This design comes from an exercise in tuning for small area and a short achievable clock period on the open sky130 flow, not from production work.
Only simulation tests tie the RTL to the original design; equivalence was not proved.
Power is estimated from default activity; no workload was simulated.

[design/flow/design.v]
`timescale 1ns/1ps
module data_path #(
    parameter SPLIT = 16,            
    parameter LOFAST = 0             
) (
    input         clk,
    input         reset,
    input         rd_en,
    input  [31:0] imem_data,
    output [3:0]  imem_addr,
    output [31:0] alu_result
);
reg  [3:0]  pc;
reg  [4:0]  rd_q;                  
reg         eq1_q, eq2_q;          
reg         wr_q;                  
reg         isi_q;                 
reg         op_add, op_and, op_or, op_xor, op_sll, op_srl, op_slt;
reg  [31:0] a_q, b_q;              
reg  [SPLIT-1:0] lo_q;             
reg         c16_q;                 
reg         ltlo_q;                
reg  [31:1] valid;
reg  [31:0] rf [1:31];
wire [31*32-1:0] rf_flat;            
assign imem_addr = pc;
wire [31:0] a = a_q;
wire [31:0] b = b_q;
wire [31-SPLIT:0] sum_hi;
add_ks #(.W(32-SPLIT)) add_hi (.a(a[31:SPLIT]), .b(b[31:SPLIT]), .ci(c16_q), .s(sum_hi), .co());
wire [31:0] sum    = {sum_hi, lo_q};
wire        lt;
lt_tree #(.W(32-SPLIT)) cmp_hi (.a(a[31:SPLIT]), .b(b[31:SPLIT]), .lt_lo(ltlo_q), .lt(lt));
assign alu_result = ({32{op_add}} & sum)
                  | ({32{op_and}} & (a & b))
                  | ({32{op_or }} & (a | b))
                  | ({32{op_xor}} & (a ^ b))
                  | ({32{op_sll}} & {a[29:0], 2'b00})
                  | ({32{op_srl}} & {2'b00, a[31:2]})
                  | {31'b0, op_slt & lt};
wire [6:0] f_opc = imem_data[6:0];
wire [2:0] f_f3  = imem_data[14:12];
wire [6:0] f_f7  = imem_data[31:25];
wire       f_r   = (f_opc == 7'b0110011);
wire       f_i   = (f_opc == 7'b0010011);
wire       f7_0  = (f_f7 == 7'b0000000);
wire       f7_20 = (f_f7 == 7'b0100000);
reg d_add, d_or, d_xor, d_sll, d_srl, d_slt;
always @(*) begin
    d_add = 1'b0; d_or = 1'b0; d_xor = 1'b0;
    d_sll = 1'b0; d_srl = 1'b0; d_slt = 1'b0;
    if (f_r) begin
        case (f_f3)
            3'b000: begin d_add = f7_0; d_sll = f7_20; end
            3'b110: d_or  = f7_0;
            3'b100: d_xor = f7_0;
            3'b001: d_sll = f7_0;
            3'b101: d_srl = f7_0 | f7_20;
            3'b010: d_slt = f7_0;
            default: ;
        endcase
    end else if (f_i) begin
        case (f_f3)
            3'b000: d_add = 1'b1;
            3'b110: d_or  = 1'b1;
            3'b100: d_xor = 1'b1;
            3'b001: d_sll = 1'b1;
            3'b101: d_srl = f7_0 | f7_20;
            3'b010: d_slt = 1'b1;
            default: ;
        endcase
    end
end
wire d_and = ~(d_add | d_or | d_xor | d_sll | d_srl | d_slt);
wire f_byp1 = wr_q && (rd_q == imem_data[19:15]);
wire f_byp2 = wr_q && (rd_q == imem_data[24:20]);
wire h_byp1 = wr_q && eq1_q;
wire h_byp2 = wr_q && eq2_q && !isi_q;
wire [31:1] we;                      
wire [31:1] rok;                     
genvar r;
generate
    for (r = 1; r < 32; r = r + 1) begin : rsel
        assign we[r]  = wr_q && rd_q == r;
        assign rok[r] = valid[r] && !we[r];
    end
endgenerate
wire        en1 = rd_en;
wire        en2 = rd_en && !f_i;
wire [31:1] sel1l, sel1h, sel2l, sel2h;
rd_dec dec1l (.en(en1), .addr(imem_data[19:15]), .ok(rok), .sel(sel1l));
rd_dec dec1h (.en(en1), .addr(imem_data[19:15]), .ok(rok), .sel(sel1h));
rd_dec dec2l (.en(en2), .addr(imem_data[24:20]), .ok(rok), .sel(sel2l));
rd_dec dec2h (.en(en2), .addr(imem_data[24:20]), .ok(rok), .sel(sel2h));
wire [2:0] xs1 = {rd_en ? f_byp1 : h_byp1, !rd_en && !h_byp1, 1'b0};
wire [2:0] xs2 = {rd_en ? (f_byp2 && !f_i) : h_byp2, !rd_en && !h_byp2, rd_en && f_i};
wire [31:0] imm_n = {{20{imem_data[31]}}, imem_data[31:20]};
wire [31:0] a_n, b_n;
function [31*32-1:0] rf_part;        
    input [31*32-1:0] f;
    input integer lo, w;
    integer k, i;
    begin
        rf_part = 0;
        for (k = 0; k < 31; k = k + 1)
            for (i = 0; i < w; i = i + 1)
                rf_part[k*w + i] = f[k*32 + lo + i];
    end
endfunction
wire [31*SPLIT-1:0]      rf_lo = rf_part(rf_flat, 0, SPLIT);
wire [31*(32-SPLIT)-1:0] rf_hi = rf_part(rf_flat, SPLIT, 32-SPLIT);
sel_read #(.N(33), .WB(SPLIT), .FAST(LOFAST)) rd1l (
    .sel({xs1[2:1], sel1l}),
    .q({alu_result[SPLIT-1:0], a_q[SPLIT-1:0], rf_lo}),
    .y(a_n[SPLIT-1:0]));
sel_read #(.N(33), .WB(32-SPLIT), .FAST(0)) rd1h (
    .sel({xs1[2:1], sel1h}),
    .q({alu_result[31:SPLIT], a_q[31:SPLIT], rf_hi}),
    .y(a_n[31:SPLIT]));
sel_read #(.N(34), .WB(SPLIT), .FAST(LOFAST)) rd2l (
    .sel({xs2, sel2l}),
    .q({alu_result[SPLIT-1:0], b_q[SPLIT-1:0], imm_n[SPLIT-1:0], rf_lo}),
    .y(b_n[SPLIT-1:0]));
sel_read #(.N(34), .WB(32-SPLIT), .FAST(0)) rd2h (
    .sel({xs2, sel2h}),
    .q({alu_result[31:SPLIT], b_q[31:SPLIT], imm_n[31:SPLIT], rf_hi}),
    .y(b_n[31:SPLIT]));
wire [SPLIT-1:0] lo_sum;
wire        lo_co, lo_lt;
add_ks  #(.W(SPLIT)) add_lo (.a(a_n[SPLIT-1:0]), .b(b_n[SPLIT-1:0]), .ci(1'b0), .s(lo_sum), .co(lo_co));
lt_tree #(.W(SPLIT)) cmp_lo (.a(a_n[SPLIT-1:0]), .b(b_n[SPLIT-1:0]), .lt_lo(1'b0), .lt(lo_lt));
always @(posedge clk or posedge reset) begin
    if (reset) begin
        pc     <= 4'd0;
        wr_q   <= 1'b0;
        isi_q  <= 1'b0;
        op_add <= 1'b0;
        op_and <= 1'b0;
        op_or  <= 1'b0;
        op_xor <= 1'b0;
        op_sll <= 1'b0;
        op_srl <= 1'b0;
        op_slt <= 1'b0;
    end else begin
        if (rd_en) begin
            pc     <= pc + 4'd1;
            wr_q   <= (f_r | f_i) && (imem_data[11:7] != 5'd0);
            isi_q  <= f_i;
            op_add <= d_add;
            op_and <= d_and;
            op_or  <= d_or;
            op_xor <= d_xor;
            op_sll <= d_sll;
            op_srl <= d_srl;
            op_slt <= d_slt;
        end
    end
end
always @(posedge clk) begin
    a_q <= a_n;
    b_q <= b_n;
    {c16_q, lo_q} <= {lo_co, lo_sum};
    ltlo_q <= lo_lt;
    if (rd_en) begin
        rd_q  <= imem_data[11:7];
        eq1_q <= (imem_data[19:15] == imem_data[11:7]);
        eq2_q <= (imem_data[24:20] == imem_data[11:7]);
    end
end
genvar g;
generate
    for (g = 1; g < 32; g = g + 1) begin : regs
        always @(posedge clk or posedge reset) begin
            if (reset)
                valid[g] <= 1'b0;
            else if (we[g])
                valid[g] <= 1'b1;
        end
        always @(posedge clk) begin
            if (we[g])
                rf[g] <= alu_result;
        end
        assign rf_flat[(g-1)*32 +: 32] = rf[g];
    end
endgenerate
endmodule
module rd_dec (
    input         en,
    input  [4:0]  addr,
    input  [31:1] ok,
    output [31:1] sel
);
genvar k;
generate
    for (k = 1; k < 32; k = k + 1) begin : d
        assign sel[k] = en && ok[k] && addr == k;
    end
endgenerate
endmodule
module sel_read #(
    parameter N    = 33,
    parameter WB   = 32,
    parameter FAST = 0
) (
    input  [N-1:0]      sel,
    input  [N*WB-1:0]   q,
    output [WB-1:0]     y
);
localparam M = FAST ? 2 : 3;         
localparam G = N / M;                
localparam R = N % M;                
genvar b, j;
generate
    for (b = 0; b < WB; b = b + 1) begin : bits
        wire [G:0] t;
        for (j = 0; j < G; j = j + 1) begin : grp
            if (FAST) begin : f
                assign t[j] = ~((sel[2*j] & q[(2*j)*WB+b]) | (sel[2*j+1] & q[(2*j+1)*WB+b]));
            end else begin : s
                aoi222 g (
                    .a1(sel[3*j]),   .a2(q[(3*j)*WB+b]),
                    .b1(sel[3*j+1]), .b2(q[(3*j+1)*WB+b]),
                    .c1(sel[3*j+2]), .c2(q[(3*j+2)*WB+b]),
                    .y(t[j]));
            end
        end
        if (R == 1) begin : r1
            assign t[G] = ~(sel[N-1] & q[(N-1)*WB+b]);
        end else if (R == 2) begin : r2
            assign t[G] = ~((sel[N-2] & q[(N-2)*WB+b]) | (sel[N-1] & q[(N-1)*WB+b]));
        end else begin : r0
            assign t[G] = 1'b1;
        end
        assign y[b] = ~&t;
    end
endgenerate
endmodule
module aoi222 (
    input  a1, a2, b1, b2, c1, c2,
    output y
);
assign y = ~((a1 & a2) | (b1 & b2) | (c1 & c2));
endmodule
module gate_and2 (input a, input b, output y);
assign y = a & b;
endmodule
module gate_xor2 (input a, input b, output y);
assign y = a ^ b;
endmodule
module gate_ao21 (input a, input b, input c, output y);
assign y = a | (b & c);
endmodule
module gate_andn (input a, input b, output y);
assign y = ~a & b;
endmodule
module gate_xnor2 (input a, input b, output y);
assign y = ~(a ^ b);
endmodule
module add_ks #(
    parameter W = 16
) (
    input  [W-1:0] a,
    input  [W-1:0] b,
    input          ci,
    output [W-1:0] s,
    output         co
);
localparam LV = $clog2(W + 1);
wire [W:0] gl [0:LV];
wire [W:0] pl [0:LV];
assign gl[0][0] = ci;
assign pl[0][0] = 1'b0;
genvar i, l;
generate
    for (i = 0; i < W; i = i + 1) begin : pg
        gate_and2 ga (.a(a[i]), .b(b[i]), .y(gl[0][i+1]));
        gate_xor2 gx (.a(a[i]), .b(b[i]), .y(pl[0][i+1]));
    end
    for (l = 1; l <= LV; l = l + 1) begin : lvl
        for (i = 0; i <= W; i = i + 1) begin : node
            if (i >= (1 << (l-1))) begin : op
                gate_ao21 gg (.a(gl[l-1][i]), .b(pl[l-1][i]), .c(gl[l-1][i-(1<<(l-1))]), .y(gl[l][i]));
                if (i >= (1 << l)) begin : pp
                    gate_and2 gp (.a(pl[l-1][i]), .b(pl[l-1][i-(1<<(l-1))]), .y(pl[l][i]));
                end else begin : pz
                    assign pl[l][i] = 1'b0;
                end
            end else begin : pass
                assign gl[l][i] = gl[l-1][i];
                assign pl[l][i] = pl[l-1][i];
            end
        end
    end
    assign co = gl[LV][W];
    for (i = 0; i < W; i = i + 1) begin : sum
        gate_xor2 gs (.a(pl[0][i+1]), .b(gl[LV][i]), .y(s[i]));
    end
endgenerate
endmodule
module lt_tree #(
    parameter W = 16
) (
    input  [W-1:0] a,
    input  [W-1:0] b,
    input          lt_lo,
    output         lt
);
localparam LV = $clog2(W + 1);
wire [W:0] ll [0:LV];
wire [W:0] ee [0:LV];
assign ll[0][0] = lt_lo;
assign ee[0][0] = 1'b0;
genvar i, l;
generate
    for (i = 0; i < W; i = i + 1) begin : leaf
        gate_andn  gl (.a(a[i]), .b(b[i]), .y(ll[0][i+1]));
        gate_xnor2 ge (.a(a[i]), .b(b[i]), .y(ee[0][i+1]));
    end
    for (l = 1; l <= LV; l = l + 1) begin : lvl
        localparam integer NP = ((W + 1) + (1 << (l-1)) - 1) >> (l-1);
        for (i = 0; i < (NP + 1) / 2; i = i + 1) begin : node
            if (2*i + 1 < NP) begin : op
                gate_ao21 gl (.a(ll[l-1][2*i+1]), .b(ee[l-1][2*i+1]), .c(ll[l-1][2*i]), .y(ll[l][i]));
                if (2*i > 0) begin : pe
                    gate_and2 ge (.a(ee[l-1][2*i+1]), .b(ee[l-1][2*i]), .y(ee[l][i]));
                end else begin : pz
                    assign ee[l][i] = 1'b0;
                end
            end else begin : pass
                assign ll[l][i] = ll[l-1][2*i];
                assign ee[l][i] = ee[l-1][2*i];
            end
        end
    end
    assign lt = ll[LV][0];
endgenerate
endmodule
[design/flow/flow/run.sh]
#!/bin/bash
# Standard synthesis unchanged; the layout steps buffer the ports with
# buf_4 (instead of a delay cell) and let the resizer change a cell's
# footprint when it sizes it.
set -uo pipefail
bash standard.sh synth > synth.log 2>&1 || exit 1
bash standard.sh MATCH_CELL_FOOTPRINT=0 \
    "BUFFER_PORTS_ARGS=-buffer_cell sky130_fd_sc_hd__buf_4" \
    finish > layout.log 2>&1
[design/flow/standard.sh]
#!/bin/bash
# synth_recipe.tcl (not shown) runs the flow's synth.tcl, then flattens the netlist and writes it again
# the make line also repeats each setting of config.mk as NAME=value (left out here)
make -C /OpenROAD-flow-scripts/flow DESIGN_CONFIG=/design/flow/config.mk WORK_HOME=/design/flow/orfs CLKGATE_MAP_FILE= SYNTH_SCRIPT=/design/flow/synth_recipe.tcl "${@:-finish}"
[design/flow/config.mk]
export PLATFORM = sky130hd
export DESIGN_NAME = data_path
export DESIGN_NICKNAME = data_path
export VERILOG_FILES = /design/flow/design.v
export SDC_FILE = /design/flow/constraint.sdc
export NUM_CORES = 4
export LEC_CHECK = 0
export CAP_MARGIN = 10
export CORE_MARGIN = 2
export CORE_UTILIZATION = 35
export CTS_CLUSTER_DIAMETER = 80
export CTS_CLUSTER_SIZE = 30
export SETUP_SLACK_MARGIN = 4.0
export SLEW_MARGIN = 10
export SYNTH_HIERARCHICAL = 1
export SYNTH_MINIMUM_KEEP_SIZE = 0
export TNS_END_PERCENT = 10
[design/flow/constraint.sdc]
create_clock -name core_clock -period 8.5 [get_ports {clk}]
set_input_delay 1.7000 -clock core_clock [delete_from_list [all_inputs] [get_ports {clk}]]
set_output_delay 1.7000 -clock core_clock [all_outputs]
set_load 0.01 [all_outputs]
==> flow_summary.ini, run 1 <==
[pwr]
comb_power_share = 0.037
p_leak_nw = 18.3
p_per_area_mw_per_mm2 = 167
p_sw_mw = 2.02
sw_frac_of_total = 0.218
power.share.sequential = 0.648
p_int_mw = 7.24
ir_drop_v = 0.000160
clock_power_share = 0.315

[timing]
finalSetupTns_ps = 0
hold_violations = 0
relSlewSlack = 0.199
worstMarginPinSlew_ps = 1200
skew_ps = 48.6
rsz0062_at_grt = yes
period_share = 0.648
drv_slew = 0
fmaxAchievable_ghz = 0.182
period_minus_slack_ps = 5510
finalSetupViolations = 0

[setup_path]
reg2reg_depth = 16
critPathLaunchType = primary input
worstPathCellList = buf_6 > nor4b_4 > nand3_4 > nor2_4 > nor2_4 > and4bb_2 > and3_4 > a222oi_1 > nand4_1 > a2111o_1 > buf_4 > xnor2_1 > and2_1 > a21o_1 > a21o_1 > a21o_1 > a21o_1
crit_arrival_ps = 6100
path_max_fanout = 6
crit_type = primary input to flip-flop
cp-end-kind = flip-flop
required_ps = 9090
cp_common_cell = a21o_1
cpMaxStageDelayCell = a222oi_1
slowest_delay_ps = 890

[cts]
cts-root-buf = clkbuf_16
cts_tree = done
cts.sinks = 1125
htreeDepth = 2
cts.clk_slew.worst_paths_ps = 110
numCtsBuffers = 47
cts_hold_buf = 0
clk_latency_ps = 690
clock_path_buffers = 3

[place]
dp_cells = 5198
place.gp.congestion = 0.947
io_buffers = 70
hpwlAfterDp_mm = 123

[grt]
track_usage = 0.236
antenna_found_initial = 11
grt_max_degree = 45
grt_pass1_vias = 33696
overflow = 0
grt_pass1_wl_mm = 253

[floorplanning]
io_pins = 71
core_mm2 = 0.140
rows = 137
initial_core_util = 0.353
dieArea_mm2 = 0.144
die_h_um = 380
die_x_um = 380

[detailed_routing]
drt_iter0_markers = 9330
wl_mm = 180
vias = 37117
wl_per_cell_um = 33.7
drc_errors = 0
antenna_left = 0
vias_per_cell = 6.95
dr.pass1.iters = 13

[yosys]
synth_area_mm2 = 0.0494
avgSynthCellArea_um2 = 15.5
yosys_warnings = 10
synthCells = 3196

[worst_hold_path]
hp-class = flip-flop to flip-flop
hold_depth = 1

[layout]
nNetsFinal = 3519
finalNonFillerCells = 5337
drive_above_1_share = 0.129
syn_to_final_growth_pct = 12.0

[outcome]
outcome = timing/DRC/antenna clean

[job]
cap_violations = 0
[per-layer routing]
metal	up-vias	global-route usage	wire (µm)
met5	-	0	69
met4	12	0.0461	4040
met3	250	0.0643	26800
met2	3064	0.349	77000
met1	18857	0.349	71900
li1	14934	-	-
[power by group through the flow]
stage	Sequential, mW	Combinational [mW]	Clock, mW
final	6.00	0.343	2.92
after global routing	6.00	0.360	3.14
after CTS	6.00	0.331	2.95
after detailed placement	6.13	0.309	0
after global placement	6.13	0.305	0
after floorplan	6.11	0.177	0
[repair_timing]
item                                    in CTS  in global routing
endpoints found under the setup margin      62                 66
gates cloned                                 2                  0
buffers inserted                            37                  9
resized for setup                           36                 14
pin swaps                                   36                 32
[layout make-up]
cell class	count	area, µm²
Sequential cell	1125	32700
Inverter	83	315
Fill cell	12973	84500
Antenna cell	3	7.51
Timing Repair Buffer	207	1610
Tap cell	1876	2350
Clock buffer	73	1310
Clock inverter	15	238
Multi-Input combinational cell	1955	16800
[critical path: cells and delay by family]
family / cells / cell delay, ps
buffers and inverters: 2 / 290
AND/OR/NAND/NOR: 8 / 1820
XOR/XNOR: 1 / 130
AO/OA/AOI/OAI: 6 / 2130
[sequential cells by signal, summed over array words and instances (netlist names), 4 cells and up]
signal,count
valid,31
a_q,32
b_q,32
rf,992
rd_q,5
pc,4
lo_q,16
[through the flow]
stage / setup WS, ps / area, µm² / power [mW] / hold slack (ps) / utilization
detailed placement: 2120 / 53300 / 6.44 / 443 / 0.381
CTS: 3290 / 55200 / 9.28 / 469 / 0.395
global route: 3060 / 55400 / 9.50 / 479 / 0.396
finish: 2990 / 55400 / 9.26 / 463 / 0.396
floorplan: 3620 / 49700 / 6.29 / 425 / -
global placement: 2120 / 53300 / 6.43 / 440 / 0.381
[cells in the final DEF (no fill, tap or decap), drive strengths merged, types with 73 or more instances in the layout]
master and count:
a21o 136, buf 207, and2 144, clkbuf 73, nand3 75, nand4 133, inv 85, dfxtp 82
xor2 76, edfxtp 999, and3 112, a222oi 707
[worst paths after layout]
kind	start	endpoint	slack, ps
min in group asynchronous	reset	op_xor	1260
min reg2reg	valid[2]	valid[2]	460
max in group asynchronous	reset	wr_q	6530
max reg2reg	rd_q[4]	lo_q[10]	3110
max	imem_data[3]	ltlo_q	2990
min	valid[2]	valid[2]	460
==> inputs of run 2 (changes only) <==
--- a/design/flow/design.v
+++ b/design/flow/design.v
@@ -1,7 +1,7 @@
 `timescale 1ns/1ps
 module data_path #(
     parameter SPLIT = 16,            
-    parameter LOFAST = 0             
+    parameter LOFAST = 1             
 ) (
     input         clk,
     input         reset,
==> run 2 against run 1 <==
Compared with the run above:
- the layout now fails its checks (max-capacitance violations, max-slew violations)
- synthesized cell count up 12%
- setup slack improved by 670 ps
- final cell count grew 8.7%
- combinational power is 7.3% higher
- clock skew is 23 ps higher
- global-route usage increased by 6.6 points
- design area up 5.6%
- via count up 15%
- clock-buffer cell count is 2 lower
- fmax up 14%
- register-to-register slack gained 610 ps
- critical endpoint is now alu_result[21]
- largest power group unchanged
==> flow_summary.ini, run 2 <==
[yosys]
synthCells = 3568
yosys_warnings = 10
synth_area_mm2 = 0.0513
avgSynthCellArea_um2 = 14.4

[detailed_routing]
drt_iter0_markers = 11775
dr.pass1.iters = 12
antenna_left = 0
vias_per_cell = 7.36
wl_mm = 238
wl_per_cell_um = 41.1
drc_errors = 0
vias = 42669

[layout]
post-route-cell-area_mm2 = 0.0585
nNetsFinal = 3924
mostFrequentLayoutCell = edfxtp_1
top_register = rf
syn_to_final_growth_pct = 14.0
largest_register_ffs = 992
drive_above_1_share = 0.184
final_cell_mix = edfxtp_1, a22oi_1, a222oi_1, buf_4, nand4_1
reg_top3 = rf x992, a_q x32, b_q x32

[timing]
worstMarginPinSlew_ps = 1520
fmaxAchievable_ghz = 0.207
hold_violations = 0
skew_ps = 71.9
relSlewSlack = -0.0135
rsz0062_at_grt = yes
finalSetupViolations = 0
period_minus_slack_ps = 4840
drv_slew = 17
period_share = 0.570
finalSetupTns_ps = 0

[setup_path]
critPathLaunchType = flip-flop
crit_arrival_ps = 3140
required_ps = 6800
reg2reg_slack_ps = 3720
cpMaxStageDelayCell = dfxtp_2
critPathLaunch = a_q[18]
path_buf_inv = 4
path_max_fanout = 34
slowest_delay_ps = 350
cp-end-kind = primary output
crit_type = flip-flop to primary output
worstPathCellList = buf_12 > xor2_4 > a21o_1 > buf_4 > a21o_1 > a21o_1 > xor2_1 > a221oi_1 > nand2_1 > buf_4 > buf_4
timing.rr.start = rd_q[3]
crit_family = compound AO/OA/AOI/OAI gates

[grt]
grt_max_degree = 45
antenna_found_initial = 11
overflow = 0
grt_pass1_wl_mm = 318
track_usage = 0.303
grt_pass1_vias = 39090

[worst_hold_path]
hp-class = flip-flop to flip-flop
hold_start = valid[21]

[place]
hpwlAfterDp_mm = 138
place.gp.congestion = 0.994
io_buffers = 70
placedInstanceArea_mm2 = 0.0545

[cts]
cts.sinks = 1125
cts_hold_buf = 0
cts-root-buf = clkbuf_16
numCtsBuffers = 50
cts.clk_slew.worst_paths_ps = 120
clk_latency_ps = 730
clock_path_buffers = 3
htreeDepth = 2
cts_tree = done

[pwr]
p_leak_nw = 19.3
ir_drop_v = 0.000163
p_per_area_mw_per_mm2 = 162

[floorplanning]
io_pins = 71
initial_core_util = 0.352
dieArea_mm2 = 0.150
die_h_um = 387
core_mm2 = 0.146
rows = 140
die_x_um = 387

[job]
cap_violations = 1

[outcome]
outcome = finished with violations
violatedChecks = max-capacitance violations, max-slew violations
run 2: cell types whose count changed in the layout (fill, tap and decap cells not counted), moves of 15 or more:
cell      before  now
a222oi_1     707  371
a22oi_1       32  518
a22oi_2        0   26
buf_12         0   27
buf_4        192  303
dfxtp_1       81   58
inv_1         81   66
nand2_1       70   87
nand3_1       74   58
nand4_1      133  181
nor4_1         2   24
or3_1         35   19
run 2: metrics by stage:
stage / hold WS [ps] / setup slack, ps / utilization / std cells / total power, mW
after global routing: 481 / 3550 / 0.401 / 5784 / 9.65
after detailed placement: 443 / 1850 / 0.375 / 5558 / 6.44
after global placement: 440 / 1990 / 0.375 / 5558 / 6.44
after CTS: 471 / 3630 / 0.398 / 5755 / 9.45
final: 466 / 3660 / 0.402 / 5799 / 9.46
after floorplan: 425 / 3530 / - / 3574 / 6.29
run 2: final cells by class:
cell class / count / area [µm²]
flip-flops and latches: 1125 / 32800
multi-input cells: 2194 / 17800
repair buffers: 370 / 3420
well taps: 1917 / 2400
fillers: 13379 / 87100
inverters: 83 / 317
clock inverters: 22 / 320
diodes: 17 / 42.5
clock buffers: 71 / 1340
run 2: final timing paths:
path	endpoint	cells after the start
max reg2reg	lo_q[15]	14
min	valid[21]	1
max in group asynchronous	wr_q	3
max	alu_result[21]	11
min in group asynchronous	pc[3]	3
min reg2reg	valid[21]	1
run 2: routing by layer:
layer | GRT usage | wire, µm | vias to the layer above
met2 | 0.424 | 95400 | 4720
met5 | 0.00574 | 152 | -
met3 | 0.150 | 44500 | 1146
met4 | 0.148 | 15600 | 10
li1 | - | - | 15783
met1 | 0.385 | 82400 | 21010
run 2: repair_timing:
action / CTS / global route
resized for setup: 215 / 50
setup endpoints to repair: 66 / 50
pin swaps: 57 / 17
gates cloned: 8 / 3
buffers inserted: 96 / 24
run 2: power by group:
| part | switching (mW) | total (mW) | internal (mW) |
|---|---|---|---|
| logic | 0.221 | 0.368 | 0.147 |
| registers | 0.0433 | 6.00 | 5.95 |
| clock network | 1.88 | 3.09 | 1.21 |
==> inputs of run 3 (changes only) <==
--- a/design/flow/design.v
+++ b/design/flow/design.v
@@ -1,6 +1,6 @@
 `timescale 1ns/1ps
 module data_path #(
-    parameter SPLIT = 16,            
+    parameter SPLIT = 18,            
     parameter LOFAST = 1             
 ) (
     input         clk,
@@ -31,13 +31,14 @@
 wire [31:0] sum    = {sum_hi, lo_q};
 wire        lt;
 lt_tree #(.W(32-SPLIT)) cmp_hi (.a(a[31:SPLIT]), .b(b[31:SPLIT]), .lt_lo(ltlo_q), .lt(lt));
-assign alu_result = ({32{op_add}} & sum)
-                  | ({32{op_and}} & (a & b))
-                  | ({32{op_or }} & (a | b))
-                  | ({32{op_xor}} & (a ^ b))
-                  | ({32{op_sll}} & {a[29:0], 2'b00})
-                  | ({32{op_srl}} & {2'b00, a[31:2]})
-                  | {31'b0, op_slt & lt};
+wire [31:0] lres = ({32{op_and}} & (a & b))
+                 | ({32{op_or }} & (a | b))
+                 | ({32{op_xor}} & (a ^ b))
+                 | ({32{op_sll}} & {a[29:0], 2'b00})
+                 | ({32{op_srl}} & {2'b00, a[31:2]});
+wire [31:0] r_wb;
+res_final res_o (.add(op_add), .sum(sum), .slt(op_slt), .lt(lt), .l(lres), .y(alu_result));
+res_final res_w (.add(op_add), .sum(sum), .slt(op_slt), .lt(lt), .l(lres), .y(r_wb));
 wire [6:0] f_opc = imem_data[6:0];
 wire [2:0] f_f3  = imem_data[14:12];
 wire [6:0] f_f7  = imem_data[31:25];
@@ -78,11 +79,13 @@
 wire h_byp2 = wr_q && eq2_q && !isi_q;
 wire [31:1] we;                      
 wire [31:1] rok;                     
+wire [31:1] we_r;                    
+wr_dec wdr (.en(wr_q), .addr(rd_q), .y(we_r));
 genvar r;
 generate
     for (r = 1; r < 32; r = r + 1) begin : rsel
         assign we[r]  = wr_q && rd_q == r;
-        assign rok[r] = valid[r] && !we[r];
+        assign rok[r] = valid[r] && !we_r[r];
     end
 endgenerate
 wire        en1 = rd_en;
@@ -111,19 +114,19 @@
 wire [31*(32-SPLIT)-1:0] rf_hi = rf_part(rf_flat, SPLIT, 32-SPLIT);
 sel_read #(.N(33), .WB(SPLIT), .FAST(LOFAST)) rd1l (
     .sel({xs1[2:1], sel1l}),
-    .q({alu_result[SPLIT-1:0], a_q[SPLIT-1:0], rf_lo}),
+    .q({r_wb[SPLIT-1:0], a_q[SPLIT-1:0], rf_lo}),
     .y(a_n[SPLIT-1:0]));
 sel_read #(.N(33), .WB(32-SPLIT), .FAST(0)) rd1h (
     .sel({xs1[2:1], sel1h}),
-    .q({alu_result[31:SPLIT], a_q[31:SPLIT], rf_hi}),
+    .q({r_wb[31:SPLIT], a_q[31:SPLIT], rf_hi}),
     .y(a_n[31:SPLIT]));
 sel_read #(.N(34), .WB(SPLIT), .FAST(LOFAST)) rd2l (
     .sel({xs2, sel2l}),
-    .q({alu_result[SPLIT-1:0], b_q[SPLIT-1:0], imm_n[SPLIT-1:0], rf_lo}),
+    .q({r_wb[SPLIT-1:0], b_q[SPLIT-1:0], imm_n[SPLIT-1:0], rf_lo}),
     .y(b_n[SPLIT-1:0]));
 sel_read #(.N(34), .WB(32-SPLIT), .FAST(0)) rd2h (
     .sel({xs2, sel2h}),
-    .q({alu_result[31:SPLIT], b_q[31:SPLIT], imm_n[31:SPLIT], rf_hi}),
+    .q({r_wb[31:SPLIT], b_q[31:SPLIT], imm_n[31:SPLIT], rf_hi}),
     .y(b_n[31:SPLIT]));
 wire [SPLIT-1:0] lo_sum;
 wire        lo_co, lo_lt;
@@ -178,7 +181,7 @@
         end
         always @(posedge clk) begin
             if (we[g])
-                rf[g] <= alu_result;
+                rf[g] <= r_wb;
         end
         assign rf_flat[(g-1)*32 +: 32] = rf[g];
     end
@@ -190,13 +193,33 @@
     input  [31:1] ok,
     output [31:1] sel
 );
+wire [3:0] ph;                       
+wire [7:0] pl;                       
+dec2en dh (.en(en), .a(addr[4:3]), .y(ph));
+dec3   dl (.a(addr[2:0]), .y(pl));
 genvar k;
 generate
     for (k = 1; k < 32; k = k + 1) begin : d
-        assign sel[k] = en && ok[k] && addr == k;
+        gate_and3 g (.a(ok[k]), .b(ph[k >> 3]), .c(pl[k & 7]), .y(sel[k]));
     end
 endgenerate
 endmodule
+module dec2en (
+    input        en,
+    input  [1:0] a,
+    output [3:0] y
+);
+assign y = {4{en}} & (4'b0001 << a);
+endmodule
+module dec3 (
+    input  [2:0] a,
+    output [7:0] y
+);
+assign y = 8'b00000001 << a;
+endmodule
+module gate_and3 (input a, input b, input c, output y);
+assign y = a & b & c;
+endmodule
 module sel_read #(
     parameter N    = 33,
     parameter WB   = 32,
@@ -335,3 +358,25 @@
     assign lt = ll[LV][0];
 endgenerate
 endmodule
+module res_final (
+    input         add,
+    input  [31:0] sum,
+    input         slt,
+    input         lt,
+    input  [31:0] l,
+    output [31:0] y
+);
+assign y = ({32{add}} & sum) | l | {31'b0, slt & lt};
+endmodule
+module wr_dec (
+    input         en,
+    input  [4:0]  addr,
+    output [31:1] y
+);
+genvar k;
+generate
+    for (k = 1; k < 32; k = k + 1) begin : d
+        assign y[k] = en && addr == k;
+    end
+endgenerate
+endmodule
==> design/flow/config.mk (replaced) <==
export PLATFORM = sky130hd
export DESIGN_NAME = data_path
export DESIGN_NICKNAME = data_path
export VERILOG_FILES = /design/flow/design.v
export SDC_FILE = /design/flow/constraint.sdc
export NUM_CORES = 4
export LEC_CHECK = 0
export CAP_MARGIN = 20
export CORE_MARGIN = 2
export CORE_UTILIZATION = 35
export CTS_CLUSTER_DIAMETER = 60
export CTS_CLUSTER_SIZE = 24
export SETUP_SLACK_MARGIN = 4.0
export SLEW_MARGIN = 20
export SYNTH_HIERARCHICAL = 1
export SYNTH_MINIMUM_KEEP_SIZE = 0
export TNS_END_PERCENT = 10
==> run 3 against run 2 <==
Compared with the run above:
- now clean on timing, DRC and antenna
- setup slack worse by 150 ps
- critical path depth up 4
- clock skew down 30 ps
- register-to-register slack worse by 210 ps
- wire length down 2.0%
- critical path type is now flip-flop to flip-flop
- critical endpoint is now lo_q[16]
- largest cell class unchanged
==> flow_summary.ini, run 3 <==
[detailed_routing]
wl_per_cell_um = 40.4
drc_errors = 0
wl_mm = 233
vias_per_cell = 7.27
dr.pass1.iters = 15
vias = 42021
antenna_left = 0
drt_iter0_markers = 10783

[grt]
grt_pass1_wl_mm = 316
overflow = 0
antenna_found_initial = 9
grt_max_degree = 45
grt_pass1_vias = 39257
track_usage = 0.297

[layout]
final_cell_mix = edfxtp_1, a22oi_1, a222oi_1, buf_4, a21o_1
drive_above_1_share = 0.177
mostFrequentLayoutCell = edfxtp_1
reg_top3 = rf x992, a_q x32, b_q x32
syn_to_final_growth_pct = 13.7
largest_register_ffs = 992
top_register = rf
nNetsFinal = 3884

[setup_path]
reg2reg_depth = 15
crit_family = simple AND/OR/NAND/NOR gates
cp_num_cells = 15
path_buf_inv = 0
critPathLaunchType = flip-flop
worstPathCellList = nand2b_1 > nor2_1 > nor2b_1 > and3_2 > a22oi_1 > nand4_1 > nor4_1 > nand2_1 > xor2_2 > a21o_1 > a21o_1 > a21o_1 > a21o_1 > a21o_1 > xor2_1
crit_type = flip-flop to flip-flop
cp-end-kind = flip-flop
slowest_delay_ps = 1010
cpMaxStageDelayCell = and3_2
cp_common_cell = a21o_1
path_max_fanout = 18
required_ps = 9080
crit_arrival_ps = 5570

[pwr]
p_per_area_mw_per_mm2 = 178
ir_drop_v = 0.000148
sw_frac_of_total = 0.236
comb_power_share = 0.034
p_int_mw = 8.01
p_sw_mw = 2.47
p_leak_nw = 19.5
clock_power_share = 0.392
power.share.sequential = 0.574

[floorplanning]
io_pins = 71
rows = 141
initial_core_util = 0.351
core_mm2 = 0.147
die_x_um = 389
die_h_um = 389
dieArea_mm2 = 0.151

[worst_hold_path]
hp-class = flip-flop to flip-flop
hold_depth = 1

[cts]
clk_latency_ps = 720
clock_path_buffers = 3
cts_hold_buf = 0
cts.clk_slew.worst_paths_ps = 90
htreeDepth = 3
cts_tree = done
cts-root-buf = clkbuf_16
numCtsBuffers = 76
cts.sinks = 1127

[timing]
worstMarginPinSlew_ps = 1250
finalSetupTns_ps = 0
relSlewSlack = 0.163
period_minus_slack_ps = 4990
fmaxAchievable_ghz = 0.200
setup_ws_ps = 3510
drv_slew = 0
period_share = 0.587
rsz0062_at_grt = yes
hold_slack_ps = 460
finalSetupViolations = 0
skew_ps = 41.7
hold_violations = 0

[place]
post-place-ws_ps = 2000
hpwlAfterDp_mm = 142
place.gp.congestion = 0.989
io_buffers = 70

[outcome]
outcome = timing/DRC/antenna clean

[yosys]
synth_area_mm2 = 0.0518
avgSynthCellArea_um2 = 14.3
yosys_warnings = 12
synthCells = 3614

[job]
cap_violations = 0
run 3: layout make-up:
type                    count  area [µm²]
repair buffers            256        2340
flip-flops and latches   1127       32800
well taps                1930        2410
inverters                  69         264
fillers                 13480       88500
clock buffers              86        1980
diodes                      5        12.5
clock inverters            52         689
multi-input cells        2254       18300
run 3: metrics by stage:
step	total power, mW	cells	utilization	area (µm²)
after detailed placement	6.46	5554	0.370	54400
after global placement	6.46	5554	0.370	54400
final	10.5	5779	0.399	58800
after CTS	10.5	5767	0.398	58600
after global routing	10.7	5774	0.399	58800
after floorplan	6.29	3620	-	51800
run 3: worst paths after layout:
check | from | to | slack (ps)
worst max-delay path | rd_q[1] | lo_q[16] | 3510
min in group asynchronous | reset | pc[0] | 1140
max in group asynchronous | reset | op_add | 6800
worst min-delay path | valid[1] | valid[1] | 460
worst max register to register | rd_q[1] | lo_q[16] | 3510
worst min register to register | valid[1] | valid[1] | 460
run 3: power by group through the flow:
stage | Sequential (mW) | Clock [mW] | Combinational [mW]
final | 6.02 | 4.11 | 0.358
after global routing | 6.02 | 4.30 | 0.375
after CTS | 6.01 | 4.11 | 0.342
after detailed placement | 6.14 | 0 | 0.320
after global placement | 6.14 | 0 | 0.318
after floorplan | 6.12 | 0 | 0.175
run 3: repair_timing:
item                       CTS  global route
gates cloned                 1             0
buffers inserted            74             5
setup endpoints to repair   35            33
resized for setup          197            19
hold endpoints to repair     0             0
pin swaps                   82            25
run 3: metal layers:
metal | global-route usage | wire [µm] | vias up
met5 | 0 | 313 | -
met4 | 0.148 | 15800 | 10
met3 | 0.131 | 40200 | 1138
met2 | 0.424 | 94600 | 4392
met1 | 0.382 | 82300 | 20713
li1 | - | - | 15768

## what the ideal ports hide
How much do the figures lean on ideal ports? The routed layouts below were timed once more, with nothing changed but the port constraints. Step 1: set_driving_cell puts a clkbuf_16 on clk and a buf_2 on each other input, an assumption about the parent block. Step 2, shift: input delay + t, output delay - t, t = (earliest + latest rising clock arrival at the registers) / 2. This alone moves slack from input paths to output paths. a / b / c = ideal / step 1 / step 2; a / b = the first two.
run | t, ns | slack for setup (ns) | worst register clock-pin slew, ns
run 1 | 0.747 | 2.993 / 3.037 / 2.290 | 0.12 / 0.12
run 2 | 0.767 | 3.659 / 3.583 / 2.824 | 0.12 / 0.12
run 3 | 0.779 | 3.509 / 3.509 / 2.793 | 0.10 / 0.10
The setup slack of run 2, which loses most, moves by -0.076 ns with the drivers and by -0.835 ns with both steps.
